This is an optimization exercise on Yosys and OpenROAD, whose aim is small area, not a production implementation.
RTL that was checked went through simulation tests only; none was proved equivalent to the original.
No functional check of the RTL was part of runs 1 to 3 and 5 to 7.
Power figures rest on the tool's default switching activity, not on a simulated workload.

[flow/config.mk]
export PLATFORM = sky130hd
export DESIGN_NAME = HostInterface
export DESIGN_NICKNAME = HostInterface
export VERILOG_FILES = /design/flow/design.v
export SDC_FILE = /design/flow/constraint.sdc
export NUM_CORES = 4
export LEC_CHECK = 0
export CAP_MARGIN = 20
export CORE_MARGIN = 2
export CORE_UTILIZATION = 40
export CTS_BUF_LIST = sky130_fd_sc_hd__clkbuf_4 sky130_fd_sc_hd__clkbuf_8
export SLEW_MARGIN = 20
[flow/constraint.sdc]
create_clock -name core_clock -period 10.0 [get_ports {ifclk}]
set_input_delay 2.0000 -clock core_clock [delete_from_list [all_inputs] [get_ports {ifclk}]]
set_output_delay 2.0000 -clock core_clock [all_outputs]
set_load 0.01 [all_outputs]
[flow/design.v]
module HostInterface
  (
   input wire ifclk,
   input wire resetb,
   input wire fx2_hics_b,
   input [2:0] fx2_flags,
   output reg fx2_sloe_b,
   output reg fx2_slrd_b,
   output reg fx2_slwr_b,
   output fx2_slcs_b,
   output reg fx2_pktend_b,
   output [1:0] fx2_fifo_addr,
   input [15:0] fx2_fd_in,
   output [15:0] fx2_fd_out,
   output fx2_fd_oe,
   output reg [15:0] di_term_addr,
   output [31:0] di_reg_addr,
   output [31:0] di_len,
   output di_read_mode,
   output reg        di_read_req,
   output reg        di_read,
   input wire        di_read_rdy,
   input      [15:0] di_reg_datao,
   output reg        di_write,
   input wire        di_write_rdy,
   output di_write_mode,
   output [15:0] di_reg_datai,
   input [15:0]      di_transfer_status
   );
   localparam [1:0] RCV_CMD = 2'd0, IDLE = 2'd1, PROCESS_CMD = 2'd2, SEND_ACK = 2'd3;
   reg        empty_b, full_b, cmd_start;
   reg [15:0] fd_in;           
   reg [15:0] fd_out;
   reg [1:0]  state;
   reg        is_rd, is_wr;    
   reg        mode;            
   reg        fa1, fa0;        
   reg [31:0] addr;            
   reg [30:0] len;             
   reg [30:0] rem;             
   reg [3:0]  cnt;             
   reg [15:0] checksum;        
   wire hide = (state == RCV_CMD);
   assign di_reg_addr   = hide ? 32'd0 : addr;
   assign di_len        = hide ? 32'd0 : {1'b0, len};
   assign fx2_slcs_b    = 1'b0;
   assign fx2_fifo_addr = {fa1, fa0};
   assign fx2_fd_out    = fd_out;
   assign fx2_fd_oe     = fx2_sloe_b;
   assign di_reg_datai  = fd_in;
   assign di_read_mode  = mode & is_rd;
   assign di_write_mode = mode & is_wr;
   wire read_ok  = !fx2_slrd_b && empty_b;
   wire [31:0] addr_inc;
   wire [32:0] addr_c;
   wire [30:0] rem_dec;
   wire [31:0] rem_b;
   wire [15:0] csum;
   wire [16:0] csum_c;
   reg  [15:0] sum_in;
   assign addr_c[0] = 1'b1;
   assign rem_b[0]  = 1'b1;
   assign csum_c[0] = 1'b0;
   genvar gi;
   generate
      for (gi = 0; gi < 32; gi = gi + 1) begin : g_inc
         assign addr_inc[gi]  = addr[gi] ^ addr_c[gi];
         assign addr_c[gi+1]  = addr[gi] & addr_c[gi];
      end
      for (gi = 0; gi < 31; gi = gi + 1) begin : g_dec
         assign rem_dec[gi]  = rem[gi] ^ rem_b[gi];
         assign rem_b[gi+1]  = ~rem[gi] & rem_b[gi];
      end
      for (gi = 0; gi < 16; gi = gi + 1) begin : g_add
         assign csum[gi]     = checksum[gi] ^ sum_in[gi] ^ csum_c[gi];
         assign csum_c[gi+1] = (checksum[gi] & sum_in[gi]) | (csum_c[gi] & (checksum[gi] ^ sum_in[gi]));
      end
   endgenerate
   wire rem_zero = (rem == 31'd0);
   wire rem_one  = (rem == 31'd1);
   reg        n_sloe_b, n_slrd_b, n_slwr_b, n_pktend_b, n_fa1;
   reg [1:0]  n_state;
   reg        n_mode, n_read_req, n_read, n_write;
   reg [15:0] n_fd_out, n_checksum, n_term;
   reg [31:0] n_addr;
   reg [30:0] n_len, n_rem;
   reg [3:0]  n_cnt;
   reg        n_is_rd, n_is_wr;
   always @* begin
      n_sloe_b   = fx2_sloe_b;
      n_slrd_b   = fx2_slrd_b;
      n_slwr_b   = fx2_slwr_b;
      n_pktend_b = fx2_pktend_b;
      n_fa1      = fa1;
      n_state    = state;
      n_mode     = (state == PROCESS_CMD) || (state == SEND_ACK);
      n_read_req = di_read_req;
      n_read     = di_read;
      n_write    = di_write;
      n_fd_out   = fd_out;
      n_checksum = checksum;
      n_term     = di_term_addr;
      n_addr     = addr;
      n_len      = len;
      n_rem      = rem;
      n_cnt      = cnt;
      n_is_rd    = is_rd;
      n_is_wr    = is_wr;
      sum_in     = is_rd ? di_reg_datao : fd_in;
      if (cmd_start) begin
         n_state    = RCV_CMD;
         n_cnt      = 0;
         n_sloe_b   = 0;
         n_slrd_b   = !(empty_b && fx2_slrd_b);
         n_slwr_b   = 1;
         n_pktend_b = 1;
         n_fa1      = 0;
         n_checksum = 0;
         n_mode     = 0;
         n_write    = 0;
         n_read     = 0;
         n_read_req = 0;
         n_fd_out   = 0;
         n_term     = 0;
      end else begin
         case (state)
           IDLE: begin
              n_sloe_b   = 0;
              n_slrd_b   = 1;
              n_slwr_b   = 1;
              n_pktend_b = 1;
              n_fa1      = 0;
              n_cnt      = 0;
              n_checksum = 0;
           end
           RCV_CMD: begin
              n_slrd_b = !(fx2_slrd_b && empty_b);
              if (read_ok) begin
                 case (cnt[2:0])
                   3'd0: begin
                      n_is_rd = (fd_in == 16'hC301);
                      n_is_wr = (fd_in == 16'hC302);
                   end
                   3'd1: n_term = fd_in;
                   3'd2: n_addr[15:0] = fd_in;
                   3'd3: n_addr[31:16] = fd_in;
                   3'd4: begin
                      n_len[14:0] = fd_in[15:1];
                      n_rem[14:0] = fd_in[15:1];
                   end
                   3'd5: begin
                      n_len[30:15] = fd_in;
                      n_rem[30:15] = fd_in;
                   end
                   default: ;
                 endcase
                 n_cnt = cnt + 1;
              end else if (cnt[3]) begin
                 n_state = PROCESS_CMD;
                 n_cnt   = 0;
              end
           end
           SEND_ACK: begin
              n_fa1 = 1;
              if (cnt[2] | cnt[1])
                n_checksum = di_transfer_status;
              if (!fx2_sloe_b) begin
                 n_sloe_b = 1;
              end else if (fx2_slwr_b) begin
                 if (full_b) begin
                    n_slwr_b = 0;
                    n_cnt    = cnt + 1;
                    case (cnt[1:0])
                      2'd0: n_fd_out = 16'hA50F;
                      2'd3: n_fd_out = di_reg_datao;
                      default: n_fd_out = checksum;
                    endcase
                 end
              end else begin
                 n_slwr_b = 1;
                 if (cnt[2]) begin
                    n_state    = IDLE;
                    n_pktend_b = 0;
                 end
              end
           end
           PROCESS_CMD: begin
              if (is_rd) begin
                 n_sloe_b = 1;
                 n_fa1    = 1;
                 n_slwr_b = !di_read;
                 if (di_read) begin
                    n_fd_out   = di_reg_datao;
                    n_checksum = csum;
                 end
                 if (!mode) begin
                    n_read_req = 1;
                 end else if (rem_zero) begin
                    n_read     = 0;
                    n_read_req = 0;
                    if (!fx2_slwr_b && full_b) begin
                       if (|len[7:0])
                         n_pktend_b = 0;
                       else
                         n_state = SEND_ACK;
                    end else if (!fx2_pktend_b) begin
                       n_pktend_b = 1;
                       n_state    = SEND_ACK;
                    end
                 end else begin
                    if (full_b && di_read_rdy && !di_read) begin
                       n_read     = 1;
                       n_rem      = rem_dec;
                       n_addr     = addr_inc;
                       n_read_req = !rem_one;
                    end else begin
                       n_read_req = 0;
                       n_read     = 0;
                    end
                 end
              end else if (is_wr) begin
                 if (!mode) begin
                    n_fa1    = 0;
                    n_sloe_b = 0;
                 end else if (rem_zero) begin
                    n_slrd_b = 1;
                    n_write  = 0;
                    if (di_write_rdy) begin
                       n_cnt   = 0;
                       n_state = SEND_ACK;
                    end
                 end else begin
                    n_fa1 = 0;
                    if (cnt[1]) begin
                       if (empty_b && di_write_rdy) begin
                          n_slrd_b   = 0;
                          n_cnt[1:0] = 0;
                       end
                    end else begin
                       n_slrd_b   = 1;
                       n_cnt[1:0] = cnt[1:0] + 1;
                    end
                    if (read_ok) begin
                       n_write    = 1;
                       n_checksum = csum;
                       n_rem      = rem_dec;
                       n_cnt[2]   = 1;
                       if (cnt[2])
                         n_addr = addr_inc;
                    end else begin
                       n_write = 0;
                    end
                 end
              end else begin
                 n_state = IDLE;
              end
           end
         endcase
      end
   end
   always @(posedge ifclk or negedge resetb) begin
      if (!resetb) begin
         empty_b      <= 0;
         cmd_start    <= 1;
         state        <= RCV_CMD;
         fx2_sloe_b   <= 0;
         fx2_slrd_b   <= 1;
         fx2_slwr_b   <= 1;
         fx2_pktend_b <= 1;
         fa1          <= 1;
         fa0          <= 1;
         mode         <= 0;
         di_read_req  <= 0;
         di_read      <= 0;
         di_write     <= 0;
         di_term_addr <= 0;
      end else begin
         empty_b      <= fx2_flags[0];
         cmd_start    <= fx2_hics_b;
         state        <= n_state;
         fx2_sloe_b   <= n_sloe_b;
         fx2_slrd_b   <= n_slrd_b;
         fx2_slwr_b   <= n_slwr_b;
         fx2_pktend_b <= n_pktend_b;
         fa1          <= n_fa1;
         fa0          <= 0;
         mode         <= n_mode;
         di_read_req  <= n_read_req;
         di_read      <= n_read;
         di_write     <= n_write;
         di_term_addr <= n_term;
      end
   end
   always @(posedge ifclk) begin
      full_b   <= fx2_flags[1];
      if (!n_slrd_b)
        fd_in  <= fx2_fd_in;
      fd_out   <= n_fd_out;
      checksum <= n_checksum;
      addr     <= n_addr;
      len      <= n_len;
      rem      <= n_rem;
      cnt      <= n_cnt;
      is_rd    <= n_is_rd;
      is_wr    <= n_is_wr;
   end
endmodule
[flow/flow/run.sh]
#!/bin/bash
# Standard synthesis, then the standard layout with small port buffers and
# power (size) recovery on non-critical gates.
set -euo pipefail
bash standard.sh synth > synth.log 2>&1
export BUFFER_PORTS_ARGS="-buffer_cell sky130_fd_sc_hd__buf_1"
export RECOVER_POWER=100
bash standard.sh finish > layout.log 2>&1
[flow/standard.sh]
#!/bin/bash
# synth_recipe.tcl (not shown) runs the flow's synth.tcl, then flattens the netlist and writes it again
# the make line also repeats each setting of config.mk as NAME=value (left out here)
make -C /OpenROAD-flow-scripts/flow DESIGN_CONFIG=/design/flow/config.mk WORK_HOME=/design/flow/orfs CLKGATE_MAP_FILE= SYNTH_SCRIPT=/design/flow/synth_recipe.tcl "${@:-finish}"
==> results of run 1 <==
## cell usage after synthesis (all sizes together) (2+ instances only)
master	number	area, um^2
a31o	2	17.5
nor3	7	35.0
a21oi	74	374
buf	31	186
nand4	7	73.8
a221oi	4	35.0
and2	3	18.8
xnor2	5	43.8
or2	2	12.5
a22oi	9	67.6
a31oi	8	50.1
a211oi	19	143
nor2b	67	419
nor3b	6	50.1
mux2i	31	310
nor2	46	175
o22ai	4	25.0
nand2b	21	131
inv	57	214
nor4	8	140
mux2	5	56.3
fa	14	280
and4	2	18.8
dfxtp	37	741
a32oi	2	17.5
and3	5	31.3
ha	66	826
clkbuf	24	90.1
edfxtp	112	3360
dfstp	6	158
nor4b	2	17.5
nand3	10	50.1
o21ai	25	125
dfrtp	24	601
o211ai	7	62.6
nand2	156	586
o31ai	2	15.0
## cells by family after synthesis
group,count (synthesis),synth area share [%]
multiplexers,36,3.78
buffers and inverters,112,5.06
adder cells (fa/ha/maj),80,11.4
flip-flops,179,50.1
AND/OR/NAND/NOR,347,18.6
other,1,0.0387
XOR/XNOR,5,0.452
AO/OA/AOI/OAI,166,10.5
## routing by layer
layer	share of wire (%)	wire, um	track usage, %
met2	45	12000	32.2
met4	2.3	620	6.69
met3	8.3	2240	6.44
met5	0	0	0
met1	45	12100	28.8
## worst max-delay path by stage
stage	startpoint	endpoint	slack (ns)	cells past startpoint
after detailed placement	di_reg_datao[0]	checksum[14]	1.43	22
after floorplan	di_reg_datao[0]	checksum[14]	1.87	21
after global routing	is_rd	checksum[15]	1.46	22
final	is_rd	checksum[14]	1.74	20
after CTS	di_reg_datao[0]	checksum[14]	1.93	22
after global placement	di_reg_datao[0]	checksum[14]	1.48	22
## power by group
group / leakage (nW) / internal [mW] / switching (mW)
clock: 0.194 / 0.213 / 0.300
combinational: 2.21 / 0.263 / 0.562
sequential: 1.71 / 0.929 / 0.0982
total: 4.12 / 1.40 / 0.960
## state kept, by name, summed over array words and instances, names as in the netlist, 2 cells and up
signal	flops
addr	32
len	31
rem	31
checksum	16
di_term_addr	16
fd_in	16
fd_out	16
cnt	4
state	2
## through the flow
stage	hold WS (ns)	power [mW]	cells	cell area (um^2)
3_3_place_gp	0.465	1.85	1386	10700
6_report	0.491	2.36	1418	11000
4_1_cts	0.483	2.38	1418	11000
5_1_grt	0.516	2.50	1418	11000
2_1_floorplan	0.445	1.58	928	9710
3_5_place_dp	0.468	1.87	1386	10700
## layout make-up
type	count	area, um^2
multi-input combinational	637	4360
timing repair buffer	194	732
clock inverter	13	139
tap	319	399
clock buffer	19	249
fill	2315	12700
sequential	179	4860
inverter	57	214
## worst register-to-register path: stages (launching register included)
cell,delay [ns]
edfxtp_1,0.39
clkbuf_1,1.33
mux2i_1,0.29
fa_1,0.49
fa_1,0.40
fa_1,0.39
fa_1,0.39
fa_1,0.39
fa_1,0.39
fa_1,0.39
fa_1,0.39
fa_1,0.39
fa_1,0.40
fa_1,0.41
fa_1,0.42
fa_1,0.37
inv_1,0.07
fa_1,0.40
mux2_2,0.27
nand2_1,0.07
mux2i_1,0.08
==> results.py, run 1 <==
metrics = {
    "place": {
        "gp_congestion": 0.898,
        "io_buffers": 177,
        "hpwl_um": 18200,
        "place_ws_ns": 1.43,
    },
    "cts": {
        "clock_latency_ns": 0.48,
        "tritoncts.num_buffers": 17,
        "cts-root-buf": "clkbuf_8",
        "postCtsHoldBufs": 0,
        "clk_pin_slew_ns": 0.10,
        "cts_tree": "built",
        "cts_max_level": 4,
        "cts_sinks": 179,
        "cts_resized": 0,
        "postCtsSetupRepairBufs": 0,
        "cts_buffer_depth": 2,
    },
    "status": {
        "so_faults": "capacitance limit, slew limit",
        "outcome": "failed layout checks",
    },
    "floorplanning": {
        "rows": 56,
        "die_h_um": 160,
        "ios": 181,
        "die_x_um": 160,
        "coreArea_um2": 23600,
        "die_area_um2": 25500,
        "start_util_pct": 41.1,
    },
    "finish": {
        "drive_gt1_share_pct": 5.28,
        "mostFrequentLayoutCell": "buf_1",
        "final_util_pct": 46.4,
        "diodes": 0,
        "mostFrequentLayoutCells": "buf_1, nand2_1, edfxtp_1",
        "nets": 1222,
        "syn2layout_area_growth_pct": 12.9,
    },
    "logic_synthesis": {
        "synthArstFlopShare_pct": 16.8,
        "synthCells": 926,
        "synth_cell_types": 66,
        "synth-edff-count": 112,
        "yosysSeqAreaShare_pct": 50.1,
        "synth-main-ff-cell": "edfxtp_1",
        "yosysWarnings": 1,
        "syn-cell-area_um2": 9700,
        "syn_area_per_cell_um2": 10.5,
        "ys_ff_latch": 179,
    },
    "setup_path": {
        "ff2ff_setup_slack_ns": 1.74,
        "crit_buf_inv": 2,
        "critPathKind": "flip-flop to flip-flop",
        "r2r-start": "is_rd",
        "crit_arrival_ns": 8.58,
        "startpoint_type": "flip-flop",
        "rr_endpoint": "checksum[14]",
        "critPathCaptureType": "flip-flop",
        "worstRegToRegCells": 20,
        "path_cells": "clkbuf_1, mux2i_1, fa_1, fa_1, fa_1, fa_1, fa_1, fa_1, fa_1, fa_1, fa_1, fa_1, fa_1, fa_1, fa_1, inv_1, fa_1, mux2_2, nand2_1, mux2i_1",
        "cpLargestDelayFamily": "adder cells",
        "critPathMaxStageDelay_ns": 1.33,
        "cpMostUsedCell": "fa_1",
        "worst-path-max-fanout": 29,
        "cp.required_ns": 10.32,
        "crit_slowest_cell": "clkbuf_1",
    },
    "drt": {
        "wl_per_cell_um": 19.0,
        "via_per_inst": 5.25,
        "drt_iter0_drc": 744,
        "firstDrtPassIters": 6,
        "vias": 7438,
        "ant_nets": 0,
        "drc": 0,
        "drt_wl_total_um": 27000,
    },
    "sta": {
        "slew_headroom_pct": -116,
        "finalHoldViolCount": 0,
        "fmax_ghz": 0.121,
        "drv_slew": 374,
        "skew_ns": 0.0180,
        "tightest_slew_ns": 3.24,
        "period_needed_ns": 8.26,
        "period_share_pct": 82.6,
        "fin_setup_tns_ns": 0,
        "setup-violations-final": 0,
        "setup_ws_ns": 1.74,
        "rsz0062_at_grt": "false",
    },
    "power": {
        "total_leakage_power_nw": 4.12,
        "peakVddDrop_mv": 0.127,
        "powerDensity_nw_per_um2": 216,
    },
    "global_routing": {
        "grt_pass1_wl_um": 41300,
        "antenna_found_initial": 1,
        "grt_pass1_vias": 7219,
        "grt_start_max_net_pins": 73,
        "grt_usage_pct": 21.1,
        "overflow": 0,
    },
    "hold_path": {
        "min_delay_path_depth": 2,
        "hold_path.class": "flip-flop to flip-flop",
        "min_to": "fa1",
        "hp-start": "fa1",
    },
    "run": {
        "maxCapViolCount": 9,
    },
}
==> run 2: changes to the inputs <==
--- a/flow/flow/run.sh
+++ b/flow/flow/run.sh
@@ -6,3 +6,2 @@
 export BUFFER_PORTS_ARGS="-buffer_cell sky130_fd_sc_hd__buf_1"
-export RECOVER_POWER=100
 bash standard.sh finish > layout.log 2>&1
==> run 2 against run 1 <==
Now clean on timing, DRC and antenna. Worst setup slack better by 0.17 ns. Clock skew grew 0.00062 ns. First-iteration DRC count shrank 2.4%. Design area up 0.83%. Register-to-register slack gained 0.93 ns. Worst hold slack got worse by 0.011 ns. Flip-flop and latch count did not move. Sequential share of layout area decreased by 0.37 points. Largest power group unchanged.
==> results.py, run 2 <==
metrics = {
    "setup_path": {
        "cp.required_ns": 10.32,
        "crit_arrival_ns": 8.40,
        "cp-startpoint": "di_reg_datao[0]",
        "startpoint_type": "input port",
        "r2r-start": "fd_in[0]",
        "critPathKind": "input port to flip-flop",
        "critPathCaptureType": "flip-flop",
        "worst-path-max-fanout": 2,
    },
    "floorplanning": {
        "die_h_um": 160,
        "start_util_pct": 41.1,
        "ios": 181,
        "coreArea_um2": 23600,
        "die_x_um": 160,
        "rows": 56,
        "die_area_um2": 25500,
    },
    "place": {
        "gp_congestion": 0.898,
        "place_ws_ns": 1.43,
        "hpwl_um": 18200,
        "dpl_cell_area_um2": 10700,
        "place_inst": 1386,
        "io_buffers": 177,
    },
    "power": {
        "total_leakage_power_nw": 4.19,
        "powerDensity_nw_per_um2": 214,
        "power_mw": 2.36,
        "peakVddDrop_mv": 0.127,
    },
    "logic_synthesis": {
        "ys_ff_latch": 179,
        "yosysSeqAreaShare_pct": 50.1,
        "synth-main-ff-cell": "edfxtp_1",
        "synth-edff-count": 112,
        "synth_top_cell_by_area": "edfxtp_1",
        "synthArstFlopShare_pct": 16.8,
        "yosysMostFrequentCell": "nand2_1",
        "synthTopCellsByCount": "nand2_1, edfxtp_1, a21oi_1",
        "synth_top_area_share_pct": 34.7,
        "synth.area.top_cells": "edfxtp_1, ha_1, dfxtp_1, dfrtp_1, nand2_1",
        "synthCells": 926,
        "syn_area_per_cell_um2": 10.5,
        "synth_cell_types": 66,
        "syn-cell-area_um2": 9700,
        "yosysWarnings": 1,
    },
    "cts": {
        "clock_latency_ns": 0.48,
        "postCtsHoldBufs": 0,
        "cts_resized": 0,
        "cts_sinks": 179,
        "cts-root-buf": "clkbuf_8",
        "tritoncts.num_buffers": 17,
        "clk_pin_slew_ns": 0.10,
        "cts_buffer_depth": 2,
        "postCtsSetupRepairBufs": 0,
        "cts_max_level": 4,
        "cts_tree": "built",
    },
    "drt": {
        "wl_per_cell_um": 19.0,
        "vias": 7459,
        "firstDrtPassIters": 5,
        "drt_iter0_drc": 726,
        "drc": 0,
        "drt_wl_total_um": 27000,
        "ant_nets": 0,
        "via_per_inst": 5.26,
    },
    "sta": {
        "tightest_slew_ns": 1.13,
        "fmax_ghz": 0.124,
        "skew_ns": 0.0187,
        "setup-violations-final": 0,
        "rsz0062_at_grt": "false",
        "drv_slew": 0,
        "slew_headroom_pct": 24.5,
        "period_needed_ns": 8.08,
        "finalHoldViolCount": 0,
        "setup_ws_ns": 1.92,
        "period_share_pct": 80.8,
        "fin_setup_tns_ns": 0,
    },
    "finish": {
        "largestRegisters": "addr: 32 flops, len: 31 flops, rem: 31 flops",
        "drive_gt1_share_pct": 7.83,
        "fin_area_um2": 11000,
        "nets": 1222,
        "diodes": 0,
        "largest_reg_flops": 32,
        "mostFrequentLayoutCells": "buf_1, nand2_1, edfxtp_1",
        "finalNonFillerCells": 1418,
        "top_register": "addr",
        "syn2layout_area_growth_pct": 13.9,
        "mostFrequentLayoutCell": "buf_1",
    },
    "global_routing": {
        "overflow": 0,
        "grt_pass1_wl_um": 41300,
        "antenna_found_initial": 1,
        "grt_start_max_net_pins": 73,
        "grt_pass1_vias": 7219,
        "grt_usage_pct": 21.1,
    },
    "hold_path": {
        "hold_path.class": "flip-flop to flip-flop",
        "hp-start": "fa1",
    },
    "status": {
        "outcome": "timing/DRC/antenna clean",
    },
    "run": {
        "maxCapViolCount": 0,
    },
}
==> run 2: path summary, 6_finish.rpt <==
check / end / slack, ns / depth (start not counted)
worst min register to register: fa1 / 0.48 / 2
worst max register to register: checksum[14] / 2.67 / 21
worst max-delay path: checksum[14] / 1.92 / 22
worst min-delay path: fa1 / 0.48 / 2
max in group asynchronous: mode / 7.81 / 1
min in group asynchronous: di_term_addr[10] / 1.62 / 1
==> run 2: kinds of logic (layout without fill, tap and decap cells) <==
logic type	Yosys count	count (layout)	synth area share, %
xor gates and xnor gates	5	5	0.452
adders and majority gates	80	80	11.4
muxes	36	36	3.78
other	1	3	0.0387
DFF	179	179	50.1
buffers and inverters	112	283	5.06
AOI/OAI and AO/OA	166	166	10.5
and+or+nand+nor	347	347	18.6
==> run 2: layer usage <==
metal | part of all wire (%) | global-route usage, %
met4 | 2.1 | 6.69
met3 | 8.6 | 6.44
met5 | 0 | 0
met1 | 45 | 28.8
met2 | 45 | 32.2
==> run 2: final cells by class <==
cell class / instances / area, um^2
timing repair buffer: 194 / 793
sequential: 179 / 4860
clock buffer: 19 / 249
inverter: 57 / 214
tap: 319 / 399
multi-input combinational: 637 / 4390
fill: 2306 / 12600
clock inverter: 13 / 139
==> run 2: report_power, final <==
| part | leakage, nW | internal, mW | total, mW | switching (mW) |
|---|---|---|---|---|
| combinational | 2.28 | 0.261 | 0.822 | 0.562 |
| sequential | 1.72 | 0.927 | 1.03 | 0.0992 |
| clock | 0.194 | 0.213 | 0.511 | 0.299 |
==> run 2: worst max-delay path, stage by stage <==
cell and delay, ns:
buf_1 0.09, mux2_2 0.16, ha_1 0.14, inv_1 0.05, fa_1 0.38, fa_1 0.40, fa_1 0.39, fa_1 0.38
fa_1 0.39, fa_1 0.39, fa_1 0.40, fa_1 0.39, fa_1 0.39, fa_1 0.40, fa_1 0.41, fa_1 0.42
fa_1 0.37, inv_1 0.07, fa_1 0.40, mux2_2 0.26, nand2_1 0.06, mux2i_1 0.08
==> run 2: per-stage QoR <==
step	hold WS, ns	utilization, %
global route	0.507	46.8
global placement	0.465	45.1
detailed placement	0.468	45.1
floorplan	0.445	-
CTS	0.483	46.8
finish	0.480	46.8
==> run 3: changes to the inputs <==
==> flow/run.sh (new file) <==
#!/bin/bash
# synth_recipe.tcl (not shown) runs the flow's synth.tcl, then flattens the netlist and writes it again
# the make line also repeats each setting of config.mk as NAME=value (left out here)
make -C /OpenROAD-flow-scripts/flow DESIGN_CONFIG=/design/flow/config.mk WORK_HOME=/design/flow/orfs CLKGATE_MAP_FILE= SYNTH_SCRIPT=/design/flow/synth_recipe.tcl finish
--- a/flow/config.mk
+++ b/flow/config.mk
@@ -10,3 +10,2 @@
 export CORE_UTILIZATION = 40
-export CTS_BUF_LIST = sky130_fd_sc_hd__clkbuf_4 sky130_fd_sc_hd__clkbuf_8
 export SLEW_MARGIN = 20
removed: flow/flow/run.sh
removed: flow/standard.sh
==> run 3 against run 2 <==
Sequential share of layout area fell by 4.7 points. Non-clock buffer count rose by 2. Register-to-register slack improved by 0.14 ns. Core utilization is 5.5 points higher. Worst setup slack worse by 0.45 ns. Combinational power rose by 16%. Critical endpoint unchanged. Clock-buffer cell count fell by 1. Critical path depth is the same. Final cell count increased by 0.14%. Via count hardly changed. Fmax is 5.2% lower. Clock skew down 0.0031 ns.
==> results.py, run 3 <==
metrics = {
    "setup_path": {
        "cp.required_ns": 10.28,
        "crit_slowest_cell": "clkdlybuf4s50_1",
        "r2r-start": "is_rd",
        "path_cells": "clkdlybuf4s50_1, mux2_2, ha_1, inv_1, fa_1, fa_1, fa_1, fa_1, fa_1, fa_1, fa_1, fa_1, fa_1, fa_1, fa_1, fa_1, fa_1, inv_1, fa_1, mux2_2, nand2_1, mux2i_1",
        "crit_arrival_ns": 8.80,
        "startpoint_type": "input port",
        "ff2ff_setup_slack_ns": 2.81,
        "critPathKind": "input port to flip-flop",
        "cp-startpoint": "di_reg_datao[0]",
        "crit_buf_inv": 3,
        "worst-path-max-fanout": 2,
        "cpMostUsedCell": "fa_1",
        "cpLargestDelayFamily": "adder cells",
        "critPathMaxStageDelay_ns": 0.50,
        "critPathCaptureType": "flip-flop",
        "worst-path-stages": 22,
        "worstRegToRegCells": 21,
    },
    "floorplanning": {
        "ios": 181,
        "coreArea_um2": 23600,
        "die_x_um": 160,
        "die_area_um2": 25500,
        "rows": 56,
        "die_h_um": 160,
        "start_util_pct": 41.1,
    },
    "hold_path": {
        "hold_path.class": "flip-flop to flip-flop",
        "min_delay_path_depth": 2,
        "hp-start": "fa1",
    },
    "finish": {
        "syn2layout_area_growth_pct": 27.3,
        "largest_reg_flops": 32,
        "drive_gt1_share_pct": 7.81,
        "mostFrequentLayoutCells": "clkdlybuf4s50_1, nand2_1, edfxtp_1",
        "largestRegisters": "addr: 32 flops, len: 31 flops, rem: 31 flops",
        "nets": 1224,
        "top_register": "addr",
        "final_util_pct": 52.3,
        "diodes": 0,
        "mostFrequentLayoutCell": "clkdlybuf4s50_1",
    },
    "power": {
        "power_frac_clock_pct": 25.2,
        "p_int_mw": 1.66,
        "p_sw_uw": 980,
        "total_leakage_power_nw": 4.70,
        "p_sw_share_pct": 37.1,
        "powerDensity_nw_per_um2": 214,
        "combPwrFrac_pct": 35.9,
        "peakVddDrop_mv": 0.133,
        "seqPwrFrac_pct": 38.8,
    },
    "logic_synthesis": {
        "synth_top_cell_by_area": "edfxtp_1",
        "ys_ff_latch": 179,
        "synth-main-ff-cell": "edfxtp_1",
        "yosysWarnings": 1,
        "syn-cell-area_um2": 9700,
        "synth.area.top_cells": "edfxtp_1, ha_1, dfxtp_1, dfrtp_1, nand2_1",
        "synthArstFlopShare_pct": 16.8,
        "yosysMostFrequentCell": "nand2_1",
        "yosysSeqAreaShare_pct": 50.1,
        "syn_area_per_cell_um2": 10.5,
        "synth_cell_types": 66,
        "synthTopCellsByCount": "nand2_1, edfxtp_1, a21oi_1",
        "synthCells": 926,
        "synth-edff-count": 112,
        "synth_top_area_share_pct": 34.7,
    },
    "drt": {
        "drt_wl_total_um": 27500,
        "vias": 7463,
        "via_per_inst": 5.26,
        "drc": 0,
        "drt_iter0_drc": 569,
        "wl_per_cell_um": 19.4,
        "ant_nets": 0,
        "firstDrtPassIters": 4,
    },
    "sta": {
        "fin_setup_tns_ns": 0,
        "period_share_pct": 85.3,
        "skew_ns": 0.0155,
        "tightest_slew_ns": 1.08,
        "fmax_ghz": 0.117,
        "setup-violations-final": 0,
        "period_needed_ns": 8.53,
        "finalHoldViolCount": 0,
        "slew_headroom_pct": 27.9,
        "drv_slew": 0,
        "rsz0062_at_grt": "false",
    },
    "run": {
        "maxCapViolCount": 0,
    },
    "cts": {
        "cts_resized": 0,
        "cts_tree": "built",
        "clock_latency_ns": 0.44,
        "cts_max_level": 4,
        "cts_sinks": 179,
        "postCtsHoldBufs": 0,
        "tritoncts.num_buffers": 17,
        "clk_pin_slew_ns": 0.07,
        "cts-root-buf": "clkbuf_16",
        "cts_buffer_depth": 2,
        "postCtsSetupRepairBufs": 0,
    },
    "global_routing": {
        "grt_start_max_net_pins": 87,
        "grt_pass1_wl_um": 42400,
        "grt_usage_pct": 21.8,
        "antenna_found_initial": 1,
        "overflow": 0,
        "grt_pass1_vias": 7314,
    },
    "place": {
        "io_buffers": 177,
        "gp_congestion": 0.864,
        "hpwl_um": 18900,
    },
    "status": {
        "outcome": "timing/DRC/antenna clean",
    },
}
## run 3: cell counts after synthesis
No cell type changed its count.
## run 3: through the flow
stage | total power [mW] | setup slack [ns] | hold WS, ns | cell area (um^2) | instances
after global placement | 1.98 | 1.09 | 0.473 | 11800 | 1388
after floorplan | 1.58 | 1.87 | 0.445 | 9710 | 928
after detailed placement | 2.00 | 1.02 | 0.482 | 11800 | 1388
after CTS | 2.66 | 1.45 | 0.490 | 12300 | 1420
after global routing | 2.80 | 1.20 | 0.509 | 12300 | 1420
final | 2.65 | 1.47 | 0.482 | 12300 | 1420
## run 3: metal layers
metal	vias up	wire length, um	global-route usage, %
met5	-	0	0
met4	0	742	8.10
met3	45	2210	5.84
met2	303	12100	32.4
met1	3567	12500	30.5
li1	3548	-	-
## run 3: power by group through the flow
stage	Sequential [mW]	Combinational, mW	Clock, mW
floorplan	1.01	0.568	0
global placement	1.04	0.945	0
detailed placement	1.04	0.955	0
CTS	1.03	0.958	0.676
global route	1.04	1.05	0.709
finish	1.03	0.951	0.667
## run 3: cell type report
class | count | area [um^2]
Tap cell | 319 | 399
Clock buffer | 18 | 429
Clock inverter | 14 | 144
Inverter | 57 | 214
Multi-Input combinational cell | 637 | 4390
Timing Repair Buffer | 196 | 1910
Sequential cell | 179 | 4860
Fill cell | 2147 | 11300
## run 3: final timing paths
check                                   end
setup / recovery               checksum[14]
hold / removal                          fa1
setup reg to reg               checksum[14]
hold reg to reg                         fa1
max in group asynchronous        fx2_slrd_b
min in group asynchronous  di_term_addr[10]
## run 3: cell families after synthesis
logic type | count (synthesis) | share of synthesized area [%]
AO/OA/AOI/OAI | 166 | 10.5
XOR/XNOR | 5 | 0.452
adder cells (fa/ha/maj) | 80 | 11.4
buffers and inverters | 112 | 5.06
flip-flops | 179 | 50.1
multiplexers | 36 | 3.78
other | 1 | 0.0387
AND/OR/NAND/NOR | 347 | 18.6
## run 3: worst min-delay path, stage by stage, from the launching register on
cell	delay [ns]
dfstp_2	0.37
inv_1	0.05
o22ai_1	0.06
==> run 4: changes to the inputs <==
--- a/flow/design.v
+++ b/flow/design.v
@@ -53,27 +53,2 @@
    wire read_ok  = !fx2_slrd_b && empty_b;
-   wire [31:0] addr_inc;
-   wire [32:0] addr_c;
-   wire [30:0] rem_dec;
-   wire [31:0] rem_b;
-   wire [15:0] csum;
-   wire [16:0] csum_c;
-   reg  [15:0] sum_in;
-   assign addr_c[0] = 1'b1;
-   assign rem_b[0]  = 1'b1;
-   assign csum_c[0] = 1'b0;
-   genvar gi;
-   generate
-      for (gi = 0; gi < 32; gi = gi + 1) begin : g_inc
-         assign addr_inc[gi]  = addr[gi] ^ addr_c[gi];
-         assign addr_c[gi+1]  = addr[gi] & addr_c[gi];
-      end
-      for (gi = 0; gi < 31; gi = gi + 1) begin : g_dec
-         assign rem_dec[gi]  = rem[gi] ^ rem_b[gi];
-         assign rem_b[gi+1]  = ~rem[gi] & rem_b[gi];
-      end
-      for (gi = 0; gi < 16; gi = gi + 1) begin : g_add
-         assign csum[gi]     = checksum[gi] ^ sum_in[gi] ^ csum_c[gi];
-         assign csum_c[gi+1] = (checksum[gi] & sum_in[gi]) | (csum_c[gi] & (checksum[gi] ^ sum_in[gi]));
-      end
-   endgenerate
    wire rem_zero = (rem == 31'd0);
@@ -88,2 +63,3 @@
    reg        n_is_rd, n_is_wr;
+   reg [15:0] sum_in;
    always @* begin
@@ -193,3 +169,3 @@
                     n_fd_out   = di_reg_datao;
-                    n_checksum = csum;
+                    n_checksum = checksum + sum_in;
                  end
@@ -212,4 +188,4 @@
                        n_read     = 1;
-                       n_rem      = rem_dec;
-                       n_addr     = addr_inc;
+                       n_rem      = rem - 1;
+                       n_addr     = addr + 1;
                        n_read_req = !rem_one;
@@ -244,7 +220,7 @@
                        n_write    = 1;
-                       n_checksum = csum;
-                       n_rem      = rem_dec;
+                       n_checksum = checksum + sum_in;
+                       n_rem      = rem - 1;
                        n_cnt[2]   = 1;
                        if (cnt[2])
-                         n_addr = addr_inc;
+                         n_addr = addr + 1;
                     end else begin
==> run 4 against run 3 <==
Design area grew 1.6%. Synthesized cell count grew 8.1%. Wire length grew 11%. Combinational power shrank 88%. Die area grew 1.3%. Global-route usage grew 2.0 points. Via count grew 11%. Area after synthesis grew 1.3%.
==> results.py, run 4 <==
metrics = {
    "place": {
        "place_ws_ns": 4.97,
        "gp_congestion": 0.935,
        "hpwl_um": 21300,
        "io_buffers": 177,
        "dpl_cell_area_um2": 11900,
    },
    "drt": {
        "ant_nets": 0,
        "vias": 8264,
        "firstDrtPassIters": 5,
        "wl_per_cell_um": 20.5,
        "via_per_inst": 5.52,
        "drc": 0,
        "drt_wl_total_um": 30600,
        "drt_iter0_drc": 658,
    },
    "setup_path": {
        "critPathMaxStageDelay_ns": 0.47,
        "worstRegToRegCells": 10,
        "startpoint_type": "input port",
        "path_cells": "clkdlybuf4s50_1, mux2_2, ha_1, fa_1, a211oi_1, o211ai_1, a31oi_1, o21ai_0, mux2i_1, a41o_1",
        "rr_endpoint": "checksum[10]",
        "worst-path-max-fanout": 3,
        "r2r-start": "is_rd",
        "cp.required_ns": 10.34,
        "critPathCaptureType": "flip-flop",
        "crit_arrival_ns": 4.97,
        "critPathKind": "input port to flip-flop",
        "ff2ff_setup_slack_ns": 6.59,
        "crit_slowest_cell": "clkdlybuf4s50_1",
    },
    "logic_synthesis": {
        "synthCells": 1001,
        "yosysMostFrequentCell": "a21oi_1",
        "syn-cell-area_um2": 9830,
        "synth-main-ff-cell": "edfxtp_1",
        "syn_area_per_cell_um2": 9.82,
        "synthTopCellsByCount": "a21oi_1, edfxtp_1, nand2_1",
        "synthArstFlopShare_pct": 16.8,
        "synth-edff-count": 112,
        "ys_ff_latch": 179,
        "yosysSeqAreaShare_pct": 49.5,
        "yosysWarnings": 1,
        "synth_cell_types": 70,
        "synth.area.top_cells": "edfxtp_1, dfxtp_1, a21oi_1, dfrtp_1, and2_1",
        "synth_top_cell_by_area": "edfxtp_1",
        "synth_top_area_share_pct": 34.2,
    },
    "power": {
        "powerDensity_nw_per_um2": 129,
        "p_sw_uw": 427,
        "power_frac_clock_pct": 42.4,
        "p_int_mw": 1.19,
        "peakVddDrop_mv": 0.101,
        "combPwrFrac_pct": 7.3,
        "total_leakage_power_nw": 4.24,
        "p_sw_share_pct": 26.4,
        "seqPwrFrac_pct": 50.3,
    },
    "cts": {
        "tritoncts.num_buffers": 17,
        "cts_buffer_depth": 2,
        "cts-root-buf": "clkbuf_16",
        "postCtsSetupRepairBufs": 0,
        "cts_tree": "built",
        "clock_latency_ns": 0.44,
        "cts_sinks": 179,
        "clk_pin_slew_ns": 0.08,
        "cts_max_level": 4,
        "postCtsHoldBufs": 0,
        "cts_resized": 0,
    },
    "sta": {
        "fin_setup_tns_ns": 0,
        "setup_ws_ns": 5.36,
        "period_share_pct": 46.4,
        "skew_ns": 0.0115,
        "rsz0062_at_grt": "false",
        "slew_headroom_pct": 35.9,
        "setup-violations-final": 0,
        "period_needed_ns": 4.64,
        "tightest_slew_ns": 0.958,
        "drv_slew": 0,
        "whs_ns": 0.473,
        "fmax_ghz": 0.216,
        "finalHoldViolCount": 0,
    },
    "finish": {
        "syn2layout_area_growth_pct": 27.7,
        "nFillCells": 2256,
        "diodes": 0,
        "mostFrequentLayoutCell": "clkdlybuf4s50_1",
        "largestRegisters": "addr: 32 flops, len: 31 flops, rem: 31 flops",
        "largest_reg_flops": 32,
        "mostFrequentLayoutCells": "clkdlybuf4s50_1, a21oi_1, edfxtp_1",
        "drive_gt1_share_pct": 8.18,
        "fin_area_um2": 12600,
        "top_register": "addr",
        "nets": 1240,
    },
    "hold_path": {
        "min_delay_path_depth": 2,
        "hold_path.class": "flip-flop to flip-flop",
        "hp-start": "checksum[0]",
        "min_to": "checksum[0]",
    },
    "floorplanning": {
        "die_area_um2": 25800,
        "ios": 181,
        "rows": 57,
        "die_h_um": 161,
        "start_util_pct": 40.5,
        "die_x_um": 161,
        "coreArea_um2": 24200,
    },
    "run": {
        "maxCapViolCount": 0,
    },
    "global_routing": {
        "grt_usage_pct": 23.8,
        "antenna_found_initial": 0,
        "grt_pass1_wl_um": 47100,
        "grt_pass1_vias": 8001,
        "grt_start_max_net_pins": 85,
        "overflow": 0,
    },
    "status": {
        "outcome": "timing/DRC/antenna clean",
    },
}
[run 4: cell types whose count changed after synthesis, moves of 19 or more]
cell and delta:
a21oi_1 +60, xnor2_1 +36, xor2_1 +25, nand3_1 +19, nor2b_1 -60, buf_2 -20
nor2_1 +31, inv_1 -38, nand2_1 -56, and2_1 +62, ha_1 -43, mux2i_1 -26
[run 4: worst max-delay path by stage]
stage / startpoint / end / slack [ns] / depth (start not counted)
2_1_floorplan: di_read_rdy / addr[0] / 5.40 / 6
3_3_place_gp: di_reg_datao[0] / checksum[10] / 5.01 / 10
3_5_place_dp: di_reg_datao[0] / checksum[10] / 4.97 / 10
4_1_cts: di_reg_datao[0] / checksum[10] / 5.41 / 10
5_1_grt: di_reg_datao[0] / checksum[10] / 5.27 / 10
6_report: di_reg_datao[0] / checksum[10] / 5.36 / 10
[run 4: per-stage QoR]
stage	power (mW)	util (%)	cells
final	1.62	51.8	1497
after global routing	1.67	51.8	1497
after CTS	1.63	51.8	1497
after detailed placement	0.946	49.3	1465
after global placement	0.945	49.3	1465
after floorplan	0.879	-	1003
[run 4: kinds of logic after synthesis]
kind of cell | share of synthesized area, %
other | 0.0382
xor gates and xnor gates | 5.88
and+or+nand+nor | 19.6
buffers and inverters | 3.12
AOI/OAI and AO/OA | 15.9
adders and majority gates | 3.13
DFF | 49.5
muxes | 2.80
[run 4: final cells by class]
cell class | count | area [um^2] | area share (%)
clock buffers | 17 | 425 | 3.39
clock inverters | 15 | 181 | 1.45
inverters | 20 | 75.1 | 0.598
multi-input cells | 748 | 4700 | 37.5
flip-flops and latches | 179 | 4860 | 38.7
repair buffers | 194 | 1900 | 15.1
well taps | 324 | 405 | 3.23
[run 4: critical path, delay by kind of cell]
| kind | cells | cell delay, ns |
|---|---|---|
| buf+inv | 1 | 0.47 |
| compound gates | 5 | 1.38 |
| fa+ha+maj | 2 | 0.67 |
| mux | 2 | 0.46 |
[run 4: power by group through the flow]
stage	Combinational [mW]	Clock (mW)	Sequential [mW]
2_1_floorplan	0.0582	0	0.821
3_3_place_gp	0.116	0	0.829
3_5_place_dp	0.117	0	0.829
4_1_cts	0.118	0.696	0.812
5_1_grt	0.128	0.732	0.814
6_report	0.117	0.685	0.813
[run 4: per-layer routing]
layer	track usage, %	vias to the layer above	share of wire, %
met1	30.7	3964	43
met4	9.82	0	3.4
met5	0	-	0
met3	3.82	50	5.4
li1	-	3959	-
met2	40.0	291	49
==> run 5: changes to the inputs <==
--- a/flow/design.v
+++ b/flow/design.v
@@ -53,2 +53,27 @@
    wire read_ok  = !fx2_slrd_b && empty_b;
+   wire [31:0] addr_inc;
+   wire [32:0] addr_c;
+   wire [30:0] rem_dec;
+   wire [31:0] rem_b;
+   wire [15:0] csum;
+   wire [16:0] csum_c;
+   reg  [15:0] sum_in;
+   assign addr_c[0] = 1'b1;
+   assign rem_b[0]  = 1'b1;
+   assign csum_c[0] = 1'b0;
+   genvar gi;
+   generate
+      for (gi = 0; gi < 32; gi = gi + 1) begin : g_inc
+         assign addr_inc[gi]  = addr[gi] ^ addr_c[gi];
+         assign addr_c[gi+1]  = addr[gi] & addr_c[gi];
+      end
+      for (gi = 0; gi < 31; gi = gi + 1) begin : g_dec
+         assign rem_dec[gi]  = rem[gi] ^ rem_b[gi];
+         assign rem_b[gi+1]  = ~rem[gi] & rem_b[gi];
+      end
+      for (gi = 0; gi < 16; gi = gi + 1) begin : g_add
+         assign csum[gi]     = checksum[gi] ^ sum_in[gi] ^ csum_c[gi];
+         assign csum_c[gi+1] = (checksum[gi] & sum_in[gi]) | (csum_c[gi] & (checksum[gi] ^ sum_in[gi]));
+      end
+   endgenerate
    wire rem_zero = (rem == 31'd0);
@@ -63,3 +88,2 @@
    reg        n_is_rd, n_is_wr;
-   reg [15:0] sum_in;
    always @* begin
@@ -169,3 +193,3 @@
                     n_fd_out   = di_reg_datao;
-                    n_checksum = checksum + sum_in;
+                    n_checksum = csum;
                  end
@@ -188,4 +212,4 @@
                        n_read     = 1;
-                       n_rem      = rem - 1;
-                       n_addr     = addr + 1;
+                       n_rem      = rem_dec;
+                       n_addr     = addr_inc;
                        n_read_req = !rem_one;
@@ -220,7 +244,7 @@
                        n_write    = 1;
-                       n_checksum = checksum + sum_in;
-                       n_rem      = rem - 1;
+                       n_checksum = csum;
+                       n_rem      = rem_dec;
                        n_cnt[2]   = 1;
                        if (cnt[2])
-                         n_addr = addr + 1;
+                         n_addr = addr_inc;
                     end else begin
==> flow/flow/run.sh (new file) <==
#!/bin/bash
# Standard synthesis, then the standard layout with: the smallest buffer on
# each port, synthesis buffers removed and every logic cell downsized at
# floorplan (repair_design restores drive where it is needed).
set -euo pipefail
bash standard.sh synth > synth.log 2>&1
export BUFFER_PORTS_ARGS="-buffer_cell sky130_fd_sc_hd__buf_1"
export REMOVE_ABC_BUFFERS=1
export POST_FLOORPLAN_TCL="$PWD/flow/downsize.tcl"
bash standard.sh finish > layout.log 2>&1
==> flow/flow/downsize.tcl (new file) <==
# Swap every logic cell to the smallest cell of its family (same function and
# pins, lower drive); repair_design later upsizes or buffers where slew or
# capacitance need it.
set db [ord::get_db]
set block [ord::get_db_block]
set smallest [dict create]
foreach lib [$db getLibs] {
  foreach m [$lib getMasters] {
    set n [$m getName]
    if { ![regexp {^(sky130_fd_sc_hd__[a-z0-9]+)_([0-9]+)$} $n -> fam drv] } { continue }
    if { [lsearch -exact $::env(DONT_USE_CELLS) $n] >= 0 } { continue }
    set a [expr {[$m getWidth] * [$m getHeight]}]
    if { ![dict exists $smallest $fam] || $a < [lindex [dict get $smallest $fam] 1] } {
      dict set smallest $fam [list $m $a]
    }
  }
}
set swapped 0
foreach inst [$block getInsts] {
  set m [$inst getMaster]
  set n [$m getName]
  if { ![regexp {^(sky130_fd_sc_hd__[a-z0-9]+)_([0-9]+)$} $n -> fam drv] } { continue }
  if { [regexp {tap|fill|decap|conb|clkbuf|clkinv|dly} $fam] } { continue }
  if { ![dict exists $smallest $fam] } { continue }
  set best [lindex [dict get $smallest $fam] 0]
  if { [$best getName] ne $n } {
    if { [$inst swapMaster $best] } { incr swapped }
  }
}
puts "downsize: swapped $swapped instances"
==> flow/standard.sh (new file) <==
#!/bin/bash
# synth_recipe.tcl (not shown) runs the flow's synth.tcl, then flattens the netlist and writes it again
# the make line also repeats each setting of config.mk as NAME=value (left out here)
make -C /OpenROAD-flow-scripts/flow DESIGN_CONFIG=/design/flow/config.mk WORK_HOME=/design/flow/orfs CLKGATE_MAP_FILE= SYNTH_SCRIPT=/design/flow/synth_recipe.tcl "${@:-finish}"
--- a/flow/config.mk
+++ b/flow/config.mk
@@ -10,2 +10,3 @@
 export CORE_UTILIZATION = 40
+export CTS_BUF_LIST = sky130_fd_sc_hd__clkbuf_4 sky130_fd_sc_hd__clkbuf_8
 export SLEW_MARGIN = 20
removed: flow/run.sh
==> run 5 against run 4 <==
Die area fell by 1.3%. First-iteration DRC count fell by 6.2%. Synthesized cell count fell by 7.5%. Worst hold slack improved by 0.024 ns. Clock-buffer cell count rose by 3. Via count fell by 13%. Non-clock buffer count fell by 3. Flip-flop and latch count did not move. Fmax fell by 42%. Global-route usage fell by 3.4 points. Sequential share of layout area rose by 6.0 points.
==> results.py, run 5 <==
metrics = {
    "drt": {
        "via_per_inst": 5.08,
        "vias": 7192,
        "firstDrtPassIters": 5,
        "drt_wl_total_um": 25900,
        "drc": 0,
        "wl_per_cell_um": 18.3,
        "drt_iter0_drc": 617,
        "ant_nets": 0,
    },
    "finish": {
        "finalNonFillerCells": 1415,
        "largest_reg_flops": 32,
        "mostFrequentLayoutCell": "buf_1",
        "mostFrequentLayoutCells": "buf_1, nand2_1, edfxtp_1",
        "fin_area_um2": 10900,
        "drive_gt1_share_pct": 5.11,
        "nets": 1219,
        "syn2layout_area_growth_pct": 12.1,
        "diodes": 0,
        "largestRegisters": "addr: 32 flops, len: 31 flops, rem: 31 flops",
        "top_register": "addr",
        "nFillCells": 2310,
    },
    "global_routing": {
        "grt_pass1_vias": 6695,
        "antenna_found_initial": 0,
        "grt_usage_pct": 20.4,
        "grt_start_max_net_pins": 83,
        "grt_pass1_wl_um": 39700,
        "overflow": 0,
    },
    "setup_path": {
        "critPathMaxStageDelay_ns": 0.41,
        "startpoint_type": "input port",
        "cp.required_ns": 10.33,
        "cpMostUsedCell": "fa_1",
        "crit_arrival_ns": 8.34,
        "critPathCaptureType": "flip-flop",
        "worst-path-max-fanout": 2,
        "path_cells": "buf_1, mux2_1, ha_1, inv_1, fa_1, fa_1, fa_1, fa_1, fa_1, fa_1, fa_1, fa_1, fa_1, fa_1, fa_1, fa_1, fa_1, inv_1, fa_1, mux2_1, nand2_1, mux2i_1",
        "crit_slowest_cell": "fa_1",
        "critPathKind": "input port to flip-flop",
    },
    "logic_synthesis": {
        "synth-main-ff-cell": "edfxtp_1",
        "ys_ff_latch": 179,
        "yosysMostFrequentCell": "nand2_1",
        "synth_top_area_share_pct": 34.7,
        "synth-edff-count": 112,
        "synthArstFlopShare_pct": 16.8,
        "yosysWarnings": 1,
        "synthCells": 926,
        "yosysSeqAreaShare_pct": 50.1,
        "syn_area_per_cell_um2": 10.5,
        "synthTopCellsByCount": "nand2_1, edfxtp_1, a21oi_1",
        "synth_top_cell_by_area": "edfxtp_1",
        "synth_cell_types": 66,
        "syn-cell-area_um2": 9700,
        "synth.area.top_cells": "edfxtp_1, ha_1, dfxtp_1, dfrtp_1, nand2_1",
    },
    "run": {
        "maxCapViolCount": 0,
    },
    "sta": {
        "finalHoldViolCount": 0,
        "fin_setup_tns_ns": 0,
        "rsz0062_at_grt": "false",
        "fmax_ghz": 0.125,
        "slew_headroom_pct": 32.1,
        "tightest_slew_ns": 1.02,
        "setup-violations-final": 0,
        "period_share_pct": 80.2,
        "skew_ns": 0.0195,
        "period_needed_ns": 8.02,
        "drv_slew": 0,
    },
    "floorplanning": {
        "rows": 56,
        "die_h_um": 160,
        "start_util_pct": 41.1,
        "die_area_um2": 25500,
        "die_x_um": 160,
        "coreArea_um2": 23600,
        "ios": 181,
    },
    "cts": {
        "tritoncts.num_buffers": 17,
        "postCtsHoldBufs": 0,
        "cts_sinks": 179,
        "clock_latency_ns": 0.46,
        "cts-root-buf": "clkbuf_8",
        "cts_max_level": 4,
        "clk_pin_slew_ns": 0.10,
        "cts_resized": 0,
        "postCtsSetupRepairBufs": 0,
        "cts_tree": "built",
        "cts_buffer_depth": 2,
    },
    "place": {
        "place_inst": 1383,
        "hpwl_um": 17600,
        "dpl_cell_area_um2": 10500,
        "io_buffers": 177,
        "gp_congestion": 0.890,
    },
    "power": {
        "peakVddDrop_mv": 0.0968,
        "total_leakage_power_nw": 4.10,
        "powerDensity_nw_per_um2": 210,
    },
    "status": {
        "outcome": "timing/DRC/antenna clean",
    },
    "hold_path": {
        "hold_path.class": "flip-flop to flip-flop",
    },
}
run 5: per-stage QoR:
step                      hold slack [ns]  total power [mW]  util [%]  setup slack, ns
after global routing                0.514              2.43      46.0             1.71
final                               0.497              2.28      46.0             1.98
after detailed placement            0.468              1.84      44.5             1.46
after floorplan                     0.465              1.54         -             1.83
after CTS                           0.490              2.31      46.0             1.99
after global placement              0.470              1.82      44.5             1.52
run 5: path summary, 6_finish.rpt:
kind | startpoint | end | slack [ns] | cells after the start
setup / recovery | di_reg_datao[0] | checksum[14] | 1.98 | 22
max in group asynchronous | resetb | di_term_addr[0] | 7.79 | 1
min in group asynchronous | resetb | fx2_sloe_b | 1.65 | 1
setup reg to reg | is_rd | checksum[14] | 2.68 | 21
hold reg to reg | fa1 | fa1 | 0.50 | 2
hold / removal | fa1 | fa1 | 0.50 | 2
run 5: area by class of cell:
type                            count  area (um^2)  area share, %
Clock buffer                       20          256           2.36
Timing Repair Buffer              191          771           7.09
Multi-Input combinational cell    637         4270           39.3
Tap cell                          319          399           3.67
Clock inverter                     12         97.6          0.898
Sequential cell                   179         4860           44.7
Inverter                           57          214           1.97
run 5: power by group:
part / switching (mW) / internal, mW
clock: 0.280 / 0.186
sequential: 0.0971 / 0.927
combinational: 0.539 / 0.256
total: 0.916 / 1.37
run 5: logic make-up (layout without fill, tap and decap cells):
family | after synthesis | count (layout) | synth area share (%)
other cells | 1 | 3 | 0.0387
mux | 36 | 36 | 3.78
simple gates | 347 | 347 | 18.6
xor+xnor | 5 | 5 | 0.452
flops | 179 | 179 | 50.1
compound gates | 166 | 166 | 10.5
fa+ha+maj | 80 | 80 | 11.4
buf+inv | 112 | 280 | 5.06
run 5: per-layer routing:
layer | vias to the layer above | GRT usage, % | wire length, um
li1 | 3541 | - | -
met4 | 0 | 5.37 | 425
met2 | 234 | 31.9 | 11900
met1 | 3392 | 29.4 | 12100
met5 | - | 0 | 0
met3 | 25 | 3.30 | 1460
run 5: worst max-delay path: cells and delay by family:
kind                     cells  cell delay (ns)
buffers and inverters        3             0.21
adder cells (fa/ha/maj)     15             5.54
multiplexers                 3             0.50
AND/OR/NAND/NOR              1             0.06
==> run 6: changes to the inputs <==
--- a/flow/flow/run.sh
+++ b/flow/flow/run.sh
@@ -9,2 +9,3 @@
 export POST_FLOORPLAN_TCL="$PWD/flow/downsize.tcl"
+export CTS_ARGS="-sink_clustering_enable -repair_clock_nets -dont_use_dummy_load -buf_list sky130_fd_sc_hd__clkbuf_8 -sink_clustering_size 30 -sink_clustering_max_diameter 120"
 bash standard.sh finish > layout.log 2>&1
==> run 6 against run 5 <==
First-iteration DRC count up 9.9%. Clock power down 18%. Global-route usage about the same. Largest cell class unchanged.
==> results.py, run 6 <==
metrics = {
    "logic_synthesis": {
        "synth-edff-count": 112,
        "synth_cell_types": 66,
        "synth.area.top_cells": "edfxtp_1, ha_1, dfxtp_1, dfrtp_1, nand2_1",
        "yosysSeqAreaShare_pct": 50.1,
        "yosysWarnings": 1,
        "synthTopCellsByCount": "nand2_1, edfxtp_1, a21oi_1",
        "synth_top_cell_by_area": "edfxtp_1",
        "syn_area_per_cell_um2": 10.5,
        "synth-main-ff-cell": "edfxtp_1",
        "synth_top_area_share_pct": 34.7,
        "ys_ff_latch": 179,
        "synthCells": 926,
        "synthArstFlopShare_pct": 16.8,
        "yosysMostFrequentCell": "nand2_1",
        "syn-cell-area_um2": 9700,
    },
    "global_routing": {
        "grt_pass1_wl_um": 39600,
        "overflow": 0,
        "grt_start_max_net_pins": 83,
        "grt_usage_pct": 20.3,
        "grt_pass1_vias": 6683,
        "antenna_found_initial": 0,
    },
    "floorplanning": {
        "coreArea_um2": 23600,
        "die_x_um": 160,
        "die_area_um2": 25500,
        "start_util_pct": 41.1,
        "rows": 56,
        "ios": 181,
        "die_h_um": 160,
    },
    "finish": {
        "largest_reg_flops": 32,
        "nets": 1219,
        "final_util_pct": 45.5,
        "mostFrequentLayoutCells": "buf_1, nand2_1, edfxtp_1",
        "top_register": "addr",
        "mostFrequentLayoutCell": "buf_1",
        "largestRegisters": "addr: 32 flops, len: 31 flops, rem: 31 flops",
        "fin_area_um2": 10800,
        "drive_gt1_share_pct": 3.79,
        "syn2layout_area_growth_pct": 10.9,
    },
    "setup_path": {
        "crit_arrival_ns": 8.34,
        "cp-startpoint": "di_reg_datao[0]",
        "worst-path-max-fanout": 2,
        "startpoint_type": "input port",
        "critPathKind": "input port to flip-flop",
        "rr_endpoint": "checksum[14]",
        "critPathCaptureType": "flip-flop",
        "cp.required_ns": 10.31,
        "r2r-start": "is_rd",
        "crit_end": "checksum[14]",
        "worstRegToRegCells": 21,
        "ff2ff_setup_slack_ns": 2.69,
    },
    "sta": {
        "slew_headroom_pct": 31.2,
        "tightest_slew_ns": 1.03,
        "setup-violations-final": 0,
        "fin_setup_tns_ns": 0,
        "drv_slew": 0,
        "rsz0062_at_grt": "false",
        "period_share_pct": 80.3,
        "whs_ns": 0.494,
        "fmax_ghz": 0.125,
        "skew_ns": 0.0345,
        "period_needed_ns": 8.03,
        "finalHoldViolCount": 0,
    },
    "hold_path": {
        "min_delay_path_depth": 2,
        "hold_path.class": "flip-flop to flip-flop",
    },
    "power": {
        "peakVddDrop_mv": 0.0966,
        "total_leakage_power_nw": 4.04,
        "seqPwrFrac_pct": 46.6,
        "power_frac_clock_pct": 17.3,
        "powerDensity_nw_per_um2": 205,
        "p_sw_share_pct": 39.4,
        "p_sw_uw": 866,
        "p_int_mw": 1.33,
        "combPwrFrac_pct": 36.2,
    },
    "drt": {
        "drc": 0,
        "drt_wl_total_um": 25800,
        "ant_nets": 0,
        "drt_iter0_drc": 678,
        "firstDrtPassIters": 5,
        "via_per_inst": 5.12,
        "wl_per_cell_um": 18.4,
        "vias": 7175,
    },
    "place": {
        "dpl_cell_area_um2": 10500,
        "io_buffers": 177,
        "hpwl_um": 17600,
        "gp_congestion": 0.890,
    },
    "cts": {
        "cts_tree": "built",
        "cts_resized": 0,
        "clk_pin_slew_ns": 0.09,
        "cts_sinks": 179,
        "clock_latency_ns": 0.46,
        "tritoncts.num_buffers": 17,
        "cts_buffer_depth": 2,
        "cts-root-buf": "clkbuf_8",
        "cts_max_level": 4,
        "postCtsSetupRepairBufs": 0,
        "postCtsHoldBufs": 0,
    },
    "run": {
        "maxCapViolCount": 0,
    },
    "status": {
        "outcome": "timing/DRC/antenna clean",
    },
}
## run 6: worst min-delay path by stage
stage                 startpoint            to
floorplan           checksum[11]  checksum[11]
global placement             fa1           fa1
detailed placement           fa1           fa1
CTS                          fa1           fa1
global route         checksum[8]   checksum[8]
finish                       fa1           fa1
## run 6: cells by family after synthesis
group	count (synthesis)	synth area share, %
and+or+nand+nor	347	18.6
AOI/OAI and AO/OA	166	10.5
other	1	0.0387
muxes	36	3.78
adders and majority gates	80	11.4
DFF	179	50.1
xor gates and xnor gates	5	0.452
buffers and inverters	112	5.06
## run 6: cell type report
cell class,instances,area (um^2)
fill,2307,12900
tap,319,399
inverter,57,214
clock buffer,17,234
timing repair buffer,191,771
antenna,1,2.50
sequential,179,4860
multi-input combinational,637,4270
## run 6: metrics by stage
step	setup slack, ns	total power, mW	cells
6_report	1.97	2.20	1401
5_1_grt	1.71	2.35	1400
4_1_cts	1.98	2.22	1400
3_5_place_dp	1.46	1.84	1383
3_3_place_gp	1.52	1.82	1383
2_1_floorplan	1.83	1.54	873
## run 6: critical path, cell delays in order
cell     delay, ns
buf_1         0.09
mux2_1        0.13
ha_1          0.14
inv_1         0.05
fa_1          0.38
fa_1          0.40
fa_1          0.39
fa_1          0.39
fa_1          0.38
fa_1          0.39
fa_1          0.38
fa_1          0.38
fa_1          0.38
fa_1          0.38
fa_1          0.39
fa_1          0.40
fa_1          0.36
inv_1         0.07
fa_1          0.41
mux2_1        0.29
nand2_1       0.06
mux2i_1       0.07
## run 6: power by group through the flow
| stage | Clock, mW | Sequential (mW) | Combinational [mW] |
|---|---|---|---|
| after floorplan | 0 | 1.03 | 0.514 |
| after global placement | 0 | 1.04 | 0.787 |
| after detailed placement | 0 | 1.04 | 0.801 |
| after CTS | 0.395 | 1.02 | 0.805 |
| after global routing | 0.421 | 1.03 | 0.894 |
| final | 0.380 | 1.02 | 0.795 |
## run 6: per-layer routing
metal	track usage [%]	vias up	part of all wire, %
met5	0	-	0
li1	-	3518	-
met2	31.5	220	46
met3	3.53	23	4.9
met1	29.4	3414	48
met4	5.37	0	1.6
==> run 7: changes to the inputs <==
--- a/flow/flow/run.sh
+++ b/flow/flow/run.sh
@@ -9,3 +9,3 @@
 export POST_FLOORPLAN_TCL="$PWD/flow/downsize.tcl"
-export CTS_ARGS="-sink_clustering_enable -repair_clock_nets -dont_use_dummy_load -buf_list sky130_fd_sc_hd__clkbuf_8 -sink_clustering_size 30 -sink_clustering_max_diameter 120"
+export CTS_ARGS="-sink_clustering_enable -repair_clock_nets -dont_use_dummy_load -buf_list \"sky130_fd_sc_hd__clkbuf_8 sky130_fd_sc_hd__clkbuf_16\" -sink_clustering_size 50 -sink_clustering_max_diameter 200"
 bash standard.sh finish > layout.log 2>&1
==> run 7 against run 6 <==
Worst setup slack lost 0.038 ns. Power up 7.7%. Register-to-register slack barely moved. Clock skew shrank 0.011 ns. Critical endpoint unchanged. Worst hold slack got worse by 0.0035 ns. Wire length grew 0.50%. Clock power increased by 44%. First-iteration DRC count fell by 15%. Global-route usage increased by 0.087 points. Sequential power barely moved.
==> results.py, run 7 <==
metrics = {
    "drt": {
        "firstDrtPassIters": 5,
        "vias": 7209,
        "drt_iter0_drc": 579,
        "drt_wl_total_um": 26000,
        "wl_per_cell_um": 18.5,
        "ant_nets": 0,
        "via_per_inst": 5.15,
        "drc": 0,
    },
    "setup_path": {
        "crit_arrival_ns": 8.35,
        "startpoint_type": "input port",
        "critPathKind": "input port to flip-flop",
        "path_cells": "buf_1, mux2_1, ha_1, inv_1, fa_1, fa_1, fa_1, fa_1, fa_1, fa_1, fa_1, fa_1, fa_1, fa_1, fa_1, fa_1, fa_1, inv_1, fa_1, mux2_1, nand2_1, mux2i_1",
        "crit_slowest_cell": "fa_1",
        "crit_buf_inv": 3,
        "cpLargestDelayFamily": "adder cells",
        "critPathMaxStageDelay_ns": 0.41,
        "cp.required_ns": 10.28,
        "critPathCaptureType": "flip-flop",
        "cpMostUsedCell": "fa_1",
        "worst-path-max-fanout": 2,
    },
    "sta": {
        "setup-violations-final": 0,
        "skew_ns": 0.0234,
        "slew_headroom_pct": 30.8,
        "fmax_ghz": 0.124,
        "period_share_pct": 80.6,
        "rsz0062_at_grt": "false",
        "tightest_slew_ns": 1.04,
        "finalHoldViolCount": 0,
        "drv_slew": 0,
        "period_needed_ns": 8.06,
        "fin_setup_tns_ns": 0,
    },
    "global_routing": {
        "antenna_found_initial": 0,
        "grt_pass1_wl_um": 39800,
        "grt_usage_pct": 20.4,
        "grt_pass1_vias": 6747,
        "grt_start_max_net_pins": 83,
        "overflow": 0,
    },
    "floorplanning": {
        "die_h_um": 160,
        "rows": 56,
        "die_area_um2": 25500,
        "coreArea_um2": 23600,
        "start_util_pct": 41.1,
        "ios": 181,
        "die_x_um": 160,
    },
    "power": {
        "powerDensity_nw_per_um2": 216,
        "total_leakage_power_nw": 4.13,
        "peakVddDrop_mv": 0.115,
    },
    "status": {
        "outcome": "timing/DRC/antenna clean",
    },
    "cts": {
        "postCtsSetupRepairBufs": 0,
        "cts-root-buf": "clkbuf_16",
        "cts_buffer_depth": 2,
        "tritoncts.num_buffers": 17,
        "cts_max_level": 4,
        "clk_pin_slew_ns": 0.07,
        "cts_tree": "built",
        "cts_sinks": 179,
        "postCtsHoldBufs": 0,
        "cts_resized": 0,
        "clock_latency_ns": 0.43,
    },
    "logic_synthesis": {
        "synthArstFlopShare_pct": 16.8,
        "yosysSeqAreaShare_pct": 50.1,
        "syn-cell-area_um2": 9700,
        "syn_area_per_cell_um2": 10.5,
        "synth.area.top_cells": "edfxtp_1, ha_1, dfxtp_1, dfrtp_1, nand2_1",
        "yosysWarnings": 1,
        "synth_cell_types": 66,
        "synth_top_area_share_pct": 34.7,
        "synthTopCellsByCount": "nand2_1, edfxtp_1, a21oi_1",
        "synth_top_cell_by_area": "edfxtp_1",
        "synth-edff-count": 112,
        "ys_ff_latch": 179,
        "synthCells": 926,
        "yosysMostFrequentCell": "nand2_1",
        "synth-main-ff-cell": "edfxtp_1",
    },
    "finish": {
        "fin_area_um2": 10900,
        "ff_latch_area_um2": 4860,
        "nFillCells": 2306,
        "syn2layout_area_growth_pct": 12.8,
        "drive_gt1_share_pct": 3.79,
        "mostFrequentLayoutCells": "buf_1, nand2_1, edfxtp_1",
        "top_register": "addr",
        "largestRegisters": "addr: 32 flops, len: 31 flops, rem: 31 flops",
        "multi_input_area_um2": 4270,
        "mostFrequentLayoutCell": "buf_1",
        "largest_reg_flops": 32,
        "nets": 1219,
    },
    "hold_path": {
        "hold_path.class": "flip-flop to flip-flop",
    },
    "place": {
        "gp_congestion": 0.890,
        "hpwl_um": 17600,
        "dpl_cell_area_um2": 10500,
        "io_buffers": 177,
    },
    "run": {
        "maxCapViolCount": 0,
    },
}
## run 7: cell types whose count changed in the layout (fill, tap and decap cells not counted)
| cell | change |
|---|---|
| clkbuf_16 | +17 |
| clkbuf_8 | -17 |
## run 7: final cells by class
type | count | share of cell area [%]
clock buffers | 17 | 3.89
well taps | 319 | 3.65
flip-flops and latches | 179 | 44.4
repair buffers | 191 | 7.04
inverters | 57 | 1.96
diodes | 1 | 0.0229
multi-input cells | 637 | 39.0
## run 7: where the power goes
part	total, mW	switching (mW)	internal, mW
registers	1.03	0.0971	0.928
clock network	0.548	0.253	0.296
logic	0.795	0.540	0.256
## run 7: through the flow
stage	cells	utilization, %	hold slack (ns)	total power, mW	worst slack, ns
floorplan	873	-	0.465	1.54	1.83
global placement	1383	44.5	0.470	1.82	1.52
detailed placement	1383	44.5	0.468	1.84	1.46
CTS	1400	46.3	0.483	2.39	1.92
global route	1400	46.3	0.508	2.52	1.65
finish	1401	46.3	0.491	2.37	1.94
## run 7: final timing paths
| path | startpoint | to | slack (ns) | cells past startpoint |
|---|---|---|---|---|
| max reg2reg | is_rd | checksum[14] | 2.68 | 21 |
| min reg2reg | fa1 | fa1 | 0.49 | 2 |
| max | di_reg_datao[0] | checksum[14] | 1.94 | 22 |
| max in group asynchronous | resetb | di_term_addr[0] | 7.73 | 1 |
| min | fa1 | fa1 | 0.49 | 2 |
| min in group asynchronous | resetb | di_term_addr[11] | 1.70 | 1 |
## run 7: cell families after synthesis
group | after synthesis | share of synthesized area [%]
xor+xnor | 5 | 0.452
fa+ha+maj | 80 | 11.4
compound gates | 166 | 10.5
mux | 36 | 3.78
simple gates | 347 | 18.6
flops | 179 | 50.1
buf+inv | 112 | 5.06
other cells | 1 | 0.0387
## run 7: worst reg2reg max path: cells and delay by family (launching register included)
family / cells / cell delay [ns]
fa+ha+maj: 15 / 5.54
buf+inv: 2 / 0.12
flops: 1 / 0.82
mux: 3 / 0.61
simple gates: 1 / 0.07
## run 7: per-layer routing
layer | wire length (um) | global-route usage, % | up-vias | part of all wire (%)
met5 | 0 | 0 | - | 0
met2 | 11900 | 31.9 | 231 | 46
met1 | 12200 | 29.3 | 3424 | 47
li1 | - | - | 3524 | -
met4 | 480 | 5.66 | 0 | 1.8
met3 | 1450 | 3.40 | 30 | 5.6

Re-timed with assumed drivers on the ports (clkbuf_16 on the clock, buf_2 on other inputs), run 7 has 1.925 ns of setup slack against 1.936 ns with ideal ports, and 1.457 ns once port delays also move by the mid clock arrival of 0.468 ns.
